This is an optimization exercise on Yosys and OpenROAD, whose aim is small area, not a production implementation.
Only simulation tests tie the RTL to the original design; equivalence was not proved.
Power is estimated from default activity; no workload was simulated.

--- design/flow/config.mk ---
export PLATFORM = sky130hd
export DESIGN_NAME = top
export DESIGN_NICKNAME = top
export VERILOG_FILES = /design/flow/design.v
export SDC_FILE = /design/flow/constraint.sdc
export NUM_CORES = 4
export LEC_CHECK = 0
export CAP_MARGIN = 20
export CORE_MARGIN = 2
export CORE_UTILIZATION = 40
export SLEW_MARGIN = 20
--- design/flow/constraint.sdc ---
create_clock -name core_clock -period 10.0 [get_ports {opb_clk}]
set_input_delay 2.0000 -clock core_clock [delete_from_list [all_inputs] [get_ports {opb_clk}]]
set_output_delay 2.0000 -clock core_clock [all_outputs]
set_load 0.01 [all_outputs]
--- design/flow/design.v ---
`timescale 1ns / 1ps
module serialclockdvdr(write,m_ss_bar,reset,clock,m_sclk,address,opb_datain,opb_dataout,read,cs,MOSI_2);
input reset,clock,write,read,cs;
input [15:0] address;
input [31:0]opb_datain;
output [31:0] opb_dataout;
reg[0:7] spcr;
reg[0:7] temp;
reg[0:7] temp1;
reg [31:0]opb_dataout;
output m_sclk,m_ss_bar,MOSI_2;
reg m_sclk,m_ss_bar,MOSI_2;
integer count1,count2,count3,count4;
reg[15:0] n_clk_cycles,clk_hightime,clk_lowtime;
parameter idle=3'b000,delay=3'b001,sclk1=3'b010,sclk0=3'b011,sclkhigh=3'b100;
reg [2:0]nst;
integer cntr_tx ;
always @(posedge clock or posedge reset)
  begin 
	if (reset ==1)
	 begin
	  n_clk_cycles<=16'b0000000000000000;
	  clk_hightime<=16'b0000000000000000;
	  clk_lowtime<=16'b0000000000000000;
	  spcr<=8'b00000000;
	  temp1<=8'b00000000;
	 end
	 else if(write==1 && cs ==1)
     begin
	   if(address == 16'b0000000000000000)
	      begin
			n_clk_cycles<=opb_datain[15:0];
		   end
		else if(address ==16'b0000000000010000)
		temp1<=opb_datain[7:0];
		else if(address ==16'b0000000000000100)
         clk_hightime<=opb_datain[15:0];
      else if(address ==16'b0000000000001000)
	       clk_lowtime<=opb_datain[15:0];
		else if(address ==16'b0000000000001100)
	       begin
			 spcr<=opb_datain[7:0];
			 end
	  end
  end
always @(posedge clock or posedge reset)
 begin
 if (reset ==1)
	 begin
	  opb_dataout<=32'h00000000;
	 end
  else if(read==1 && cs==1)
   begin
    if(address==16'b0000000000000000)
	  opb_dataout<=n_clk_cycles;
    else if(address==16'b0000000000000100)
	  opb_dataout<=clk_hightime;
    else if(address==16'b0000000000001000)
	  opb_dataout<=clk_lowtime;
    else if (address==16'b000000000001100)
	  opb_dataout<=spcr;
	end
end
wire sclk_rise = (m_sclk==0) && ((nst==sclk1 && count2<=n_clk_cycles && count3<=clk_hightime) || nst==sclkhigh);
always @(posedge clock or posedge reset)
 begin
	if (reset==1)
	begin
	MOSI_2<=0;
	cntr_tx<=0;
	end
	else if (sclk_rise)
	begin
	if (cntr_tx<7)
	begin
   MOSI_2<=temp1[cntr_tx];  
	cntr_tx <= cntr_tx +1;
	end
	else 
	begin
	MOSI_2<=temp1[cntr_tx];  
	cntr_tx <= 0;
	end
	end
end  
always @(posedge clock or posedge reset)
 begin
 if(reset==1 )
                 begin 
	               m_ss_bar<=1;count1<=0;count2<=0;count3<=0;count4<=0;
	                nst<=idle;
					    m_sclk<=0;
					  end
  else 
  case(nst)
         idle:begin
			       if (write==1 &&  spcr==8'b01001010)
                 begin
                  m_ss_bar<=0;
                  nst<=delay;
                 end	
					  end
			delay:begin 
			       if(count1<=1)
                 begin
					   count1<=count1+1;
						nst<=delay;
					  end
					 else
                 begin 
						count1<=0;
                  nst<=sclk1;
                 end
               end
 			sclk1: begin
			          if(count2<=n_clk_cycles)
                    begin
                     if(count3<=clk_hightime)
                      begin
                       m_sclk<=1;
							  count3<=count3+1;
							  nst<=sclk1;
                      end
                     else
                      begin
                       count2<=count2+1;
							  count3<=0;
                       nst<=sclk0;
                      end
							end
						 else
						  begin
                     nst<=sclkhigh;
                    end
                  end
       sclk0:begin
                if(count2<=n_clk_cycles)
                 begin
                  if(count4<=clk_lowtime)
                   begin
                    count4<=count4+1;						 
						  m_sclk<=0;
                    nst<=sclk0;
                   end
                  else
                   begin 
						 count2<=count2+1;
						  count4<=0;						
                    nst<=sclk1;
                   end
                 	end
						else
                   begin
                    nst<=sclkhigh;
						 end
					end
     sclkhigh:begin
	          count2<=0;
				 m_sclk<=1;
				 m_ss_bar<=1;
				 nst<=idle;
				 end
	 default:begin
				nst<=idle;
            end	
	endcase
	end
endmodule
`timescale 1ns / 1ps
module slavebusint(opb_dbus,reset,opb_abus,opb_select,opb_rnw,o_sl_dbus,o_sl_xferack,o_sl_fullack,rd,wr,cs,opb_clk,opb_addrs,data_in,data_out);
    input [31:0] opb_dbus;
    input [15:0]opb_abus;
	 input [31:0]data_out;
	 input opb_clk,reset;
	 input opb_select;
    input opb_rnw;
    output [31:0] o_sl_dbus,data_in;
    output o_sl_xferack;
    output o_sl_fullack;
    output rd;
    output wr;
    output cs;
    output[15:0]  opb_addrs;
    reg o_sl_xferack,o_sl_fullack,rd,wr,cs;
	 reg[15:0] opb_addrs;
	 reg [31:0] o_sl_dbus,data_in;
    reg[2:0] nst;
	 integer readcount;
	 parameter idle=3'b000,write=3'b001,read=3'b010,readwait=3'b011,done=3'b100;
	 always @(posedge opb_clk or posedge reset )
	  begin 
	  if (reset==1)
				 begin
				  rd<=0;
				  wr<=0;
				  o_sl_xferack<=1'b0;
				  o_sl_fullack<=1'b0;
				  cs<=0;
				  opb_addrs<=16'h0000;
				  data_in<=32'h00000000;
				  o_sl_dbus<=32'h00000000;
				  nst<=idle;
				  readcount<=0;
				  end
			else
		case(nst)
		idle:begin				 
				 begin
				 if(opb_select==1) 
              begin
               cs<=1;
               opb_addrs<=opb_abus;	
               if(opb_rnw==0)
                 begin
					  wr<=1;
					  nst<=write;
					  end 
					else
                 nst<=read;
               end 					  
	          else
              begin
				  wr<=0;
				  rd<=0;
				  o_sl_xferack<=1'b0;
              o_sl_fullack<=1'b0;
				  nst<=idle;
              end                
	          end				 
				end 				  
       write:begin
		       wr<=1;
				 data_in<=opb_dbus;
				 o_sl_xferack<=1;
				 o_sl_fullack<=1;
				 nst<=done;
				 end
		 readwait:begin
		           if (readcount<2)
		            begin
                   readcount<=readcount+1;
                   nst<=readwait;
                  end
                 else
                  begin 					  
                   readcount<=0;
					   nst<=idle;
                  end					 
                end   
		 read:begin
		       rd<=1;
				 o_sl_dbus<=data_out;
				 o_sl_xferack<=1;
				 o_sl_fullack<=1;
				 nst<=readwait;
				end 
		 done:begin
		       cs<=0;
				 wr<=0;
				 rd<=0;
				 o_sl_xferack<=1;
				 nst<=idle;
				end
       default:
		         nst<=idle;
	endcase
 end	
endmodule
`timescale 1ns / 1ps
module top(m_ss_bar,reset,m_sclk,MOSI_2,opb_abus,opb_dbus,opb_select,opb_rnw,opb_clk,opb_dataout); 
	 input [31:0] opb_dbus;
    input [15:0]opb_abus;
	 input opb_clk,reset;
	 input opb_select;
    input opb_rnw;
	 wire read,cs,rd,wr;
	 wire [31:0]data_in;
	 wire [15:0]opb_addrs;
	 output [31:0] opb_dataout;
	 output m_sclk,m_ss_bar,MOSI_2;
	 wire m_sclk,m_ss_bar,MOSI_2;
	 wire [15:0]address;
	 wire [31:0] opb_datain;
	 wire [31:0] data_in_opb,data_out_m;
    wire [31:0] o_sl_dbus;
    wire o_sl_xferack;
    wire o_sl_fullack;
serialclockdvdr m1 (
    .write(wr), 
    .m_ss_bar(m_ss_bar), 
    .reset(reset), 
    .clock(opb_clk), 
    .m_sclk(m_sclk), 
    .address(address), 
    .opb_datain(data_in), 
    .opb_dataout(data_out_m), 
    .read(rd), 
    .cs(cs), 
    .MOSI_2(MOSI_2)
    );
slavebusint m3(
    .opb_dbus(opb_dbus), 
    .reset(reset), 
    .opb_abus(opb_abus), 
    .opb_select(opb_select), 
    .opb_rnw(opb_rnw), 
    .rd(rd),
    .wr(wr), 
    .cs(cs), 
    .opb_clk(opb_clk), 
    .opb_addrs(address),  
    .data_in(data_in), 
    .data_out(data_in_opb),
	 .o_sl_dbus (o_sl_dbus),
    .o_sl_xferack (o_sl_xferack),
    .o_sl_fullack (o_sl_fullack)
	 );
assign data_in_opb = data_out_m;
assign opb_dataout = o_sl_dbus;
endmodule
--- design/flow/run.sh ---
#!/bin/bash
# synth_recipe.tcl (not shown) runs the flow's synth.tcl, then flattens the netlist and writes it again
# the make line also repeats each setting of config.mk as NAME=value (left out here)
make -C /OpenROAD-flow-scripts/flow DESIGN_CONFIG=/design/flow/config.mk WORK_HOME=/design/flow/orfs CLKGATE_MAP_FILE= SYNTH_SCRIPT=/design/flow/synth_recipe.tcl finish
==> results.json <==
{
  "final_nets": 1803,
  "rsz0062_at_grt": "false",
  "whs_ns": 0.475,
  "dr.first_iter.drc_count": 791,
  "synth-edff-count": 0,
  "floorplan.rows": 74,
  "first_global_vias": 12200,
  "r2r-start": "m1.count2[27]$_DFFE_PP0P_",
  "syn-mean-instance-area_sq_um": 10.2,
  "clock_skew_ns": 0.0170,
  "synthArstFlopShare_pct": 100,
  "critical_path_arrival_ns": 4.23,
  "htreeDepth": 2,
  "path_max_fanout": 26,
  "fin_total_pwr_mw": 3.23,
  "hp-start": "m1.opb_dataout[11]$_DFFE_PP0P_",
  "min_path_type": "flip-flop to flip-flop",
  "coreArea_sq_um": 41100,
  "ant_nets": 0,
  "dr.pass1.iters": 5,
  "grt_first_pass_wirelength_microns": 64400,
  "setup_viol": 0,
  "cts_sinks": 332,
  "cp-end-kind": "flip-flop",
  "antenna_found_initial": 1,
  "synth_flop_cell": "dfrtp_1",
  "grt_max_degree": 184,
  "cts_setup_buffers": 0,
  "area_growth_pct": 13.9,
  "crit_type": "flip-flop to flip-flop",
  "gr-usage-all-layers_pct": 18.0,
  "max_slew_margin_pct": 32.1,
  "cts_tree": "done",
  "setup_slack_ns": 6.21,
  "cts-root-buf": "clkbuf_16",
  "leakage_nw": 8.50,
  "netlist_area_sq_um": 16800,
  "die_x_microns": 209,
  "die_y_microns": 209,
  "layout_commonest_cell": "dfrtp_1",
  "dpl_worst_slack_ns": 5.37,
  "clockBufferDepth": 3,
  "via_count": 12300,
  "ys_warn_count": 2,
  "r2r_slack_ns": 6.21,
  "die-area_sq_um": 43500,
  "yosys_register_bits": 332,
  "fin_cells": 2250,
  "drv_slew": 0,
  "place_inst": 2184,
  "synth_cell_type_count": 79,
  "io_buffers": 54,
  "wl_microns": 38500,
  "start_kind": "flip-flop",
  "start_util_pct": 40.8,
  "dp_hpwl_microns": 26200,
  "vias_per_cell": 5.47,
  "hold_depth": 2,
  "min_period_ns": 3.79,
  "power_per_cell_area_nw_per_um2": 169,
  "fmax_mhz": 264,
  "maxCapViolCount": 0,
  "io_pins": 87,
  "rr_endpoint": "m1.cntr_tx[9]$_DFFE_PP0P_",
  "tns_ns": 0,
  "required_ns": 10.44,
  "drc_errors": 0,
  "r2r_cells": 7,
  "overflow": 0,
  "fillers": 3842,
  "numCtsBuffers": 38,
  "status": "timing/DRC/antenna clean",
  "clock_latency_ns": 0.55,
  "clkTransAtPathRegs_ns": 0.06,
  "drive_above_1_share_pct": 12.1,
  "cts_hold_buf": 0,
  "hold_viol": 0,
  "worst_ir_drop_vdd_v": 0.000115,
  "ys_seq_area_share_pct": 49.6,
  "layout_common_cells": "dfrtp_1, o21ai_0, nor2_1, nand2_1, mux2_2",
  "cts-resized-gates": 0,
  "holdPathEnd": "m1.opb_dataout[11]$_DFFE_PP0P_",
  "tightestPinTransition_ns": 1.02,
  "syn-instance-count": 1646,
  "place.gp.congestion": 0.781,
  "n_antenna_cell": 0,
  "avgRoutedWirePerCell_microns": 17.1,
  "fin_crit_sh_pct": 37.9
}
critical path: stages, from the launching register on:
cell and delay, ns:
dfrtp_1 0.37, nor4_1 0.33, nand4_1 0.39, or3_1 0.53, o31ai_4 0.52, a41oi_4 0.48
or2_1 0.64, o41ai_2 0.39
cell families (layout without fill, tap and decap cells):
logic type / after synthesis / in the layout / share of synthesized area (%)
other: 1 / 16 / 0.0224
DFF: 332 / 332 / 49.6
and+or+nand+nor: 616 / 616 / 19.5
adders and majority gates: 58 / 58 / 4.33
xor gates and xnor gates: 49 / 49 / 2.56
buffers and inverters: 157 / 214 / 4.03
AOI/OAI and AO/OA: 316 / 316 / 12.1
muxes: 117 / 117 / 7.86
worst max path at each step:
stage	from	end	slack (ns)	cells after the start
floorplan	reset	m1.MOSI_2$_DFFE_PP0P_	3.57	1
CTS	reset	m3.o_sl_dbus[9]$_DFFE_PP0P_	5.94	4
global placement	reset	m3.o_sl_dbus[10]$_DFFE_PP0P_	5.37	4
detailed placement	reset	m3.o_sl_dbus[10]$_DFFE_PP0P_	5.37	4
global route	m1.count2[27]$_DFFE_PP0P_	m1.cntr_tx[9]$_DFFE_PP0P_	5.96	7
finish	m1.count2[27]$_DFFE_PP0P_	m1.cntr_tx[9]$_DFFE_PP0P_	6.21	7
Yosys cell counts, types with 13 or more instances:
cell type / count / area (sq um)
nand2_1: 127 / 477
clkbuf_1: 51 / 191
and4_1: 13 / 114
ha_1: 58 / 726
xnor2_1: 20 / 175
buf_4: 17 / 128
and3_1: 36 / 225
nor2_1: 127 / 477
o31ai_1: 44 / 330
mux2i_1: 18 / 180
o21ai_0: 137 / 686
a21oi_1: 56 / 280
nand2b_1: 20 / 125
nor3_1: 17 / 85.1
mux2_2: 97 / 1090
nor2b_1: 21 / 131
and2_1: 46 / 288
nor4_1: 48 / 300
nand4_1: 41 / 257
dfrtp_1: 331 / 8280
nand3_1: 60 / 300
or4_1: 20 / 150
inv_1: 76 / 285
xor2_1: 29 / 254
per-stage QoR:
step,utilization (%),area (sq um)
floorplan,-,16800
global placement,43.3,17800
detailed placement,43.3,17800
CTS,46.3,19000
global route,46.4,19100
finish,46.4,19100
flip-flops by register name, summed over array words and instances (netlist names), 32 cells and up:
signal	count
m1.cntr_tx	32
m1.count1	32
m1.count2	32
m1.count3	32
m1.count4	32
m3.readcount	32
metal layers:
layer / vias up / GRT usage (%) / share of wire (%)
li1: 5989 / - / -
met1: 6098 / 25.6 / 49
met2: 156 / 28.0 / 45
met3: 69 / 3.07 / 3.3
met4: 0 / 5.91 / 2.7
met5: - / 0 / 0
area by class of cell:
class                           instances  area [sq um]  share of cell area (%)
Clock inverter                         12           120                   0.630
Tap cell                              532           666                    3.49
Timing Repair Buffer                   73           716                    3.75
Multi-Input combinational cell       1172          7860                    41.2
Sequential cell                       332          8310                    43.5
Clock buffer                           53          1120                    5.86
Inverter                               76           289                    1.51
where the power goes:
part	internal (mW)	total, mW	switching (mW)	leakage (nW)
Combinational	0.147	0.297	0.150	3.33
Sequential	1.43	1.55	0.117	4.55
Clock	0.831	1.39	0.559	0.616

what the ideal ports hide:
The results above use ideal ports. As a check the final layout listed here was re-extracted and re-timed, cells and wires unchanged.
Step 1 sets driving cells, clkbuf_16 on the clock port and buf_2 on the other inputs (assumed; they add their load-dependent delay and slew).
Step 2 moves the port delays by t, midway between the first and last clock arrival at a register: inputs arrive t later, outputs are due t later. That takes back most of the time a late clock gives input paths.
a / b / c = ideal ports / drivers / drivers and shift; a / b = the first two.
t (ns): 0.593
setup slack, ns: 6.214 / 6.214 / 5.928
worst hold slack (ns): 0.475 / 0.475 / 0.475
After both steps this run still meets setup and hold. The setup slack of this run moves by 0.000 ns with the drivers and by -0.286 ns with both steps. The worst setup slack also covers recovery checks on asynchronous resets.
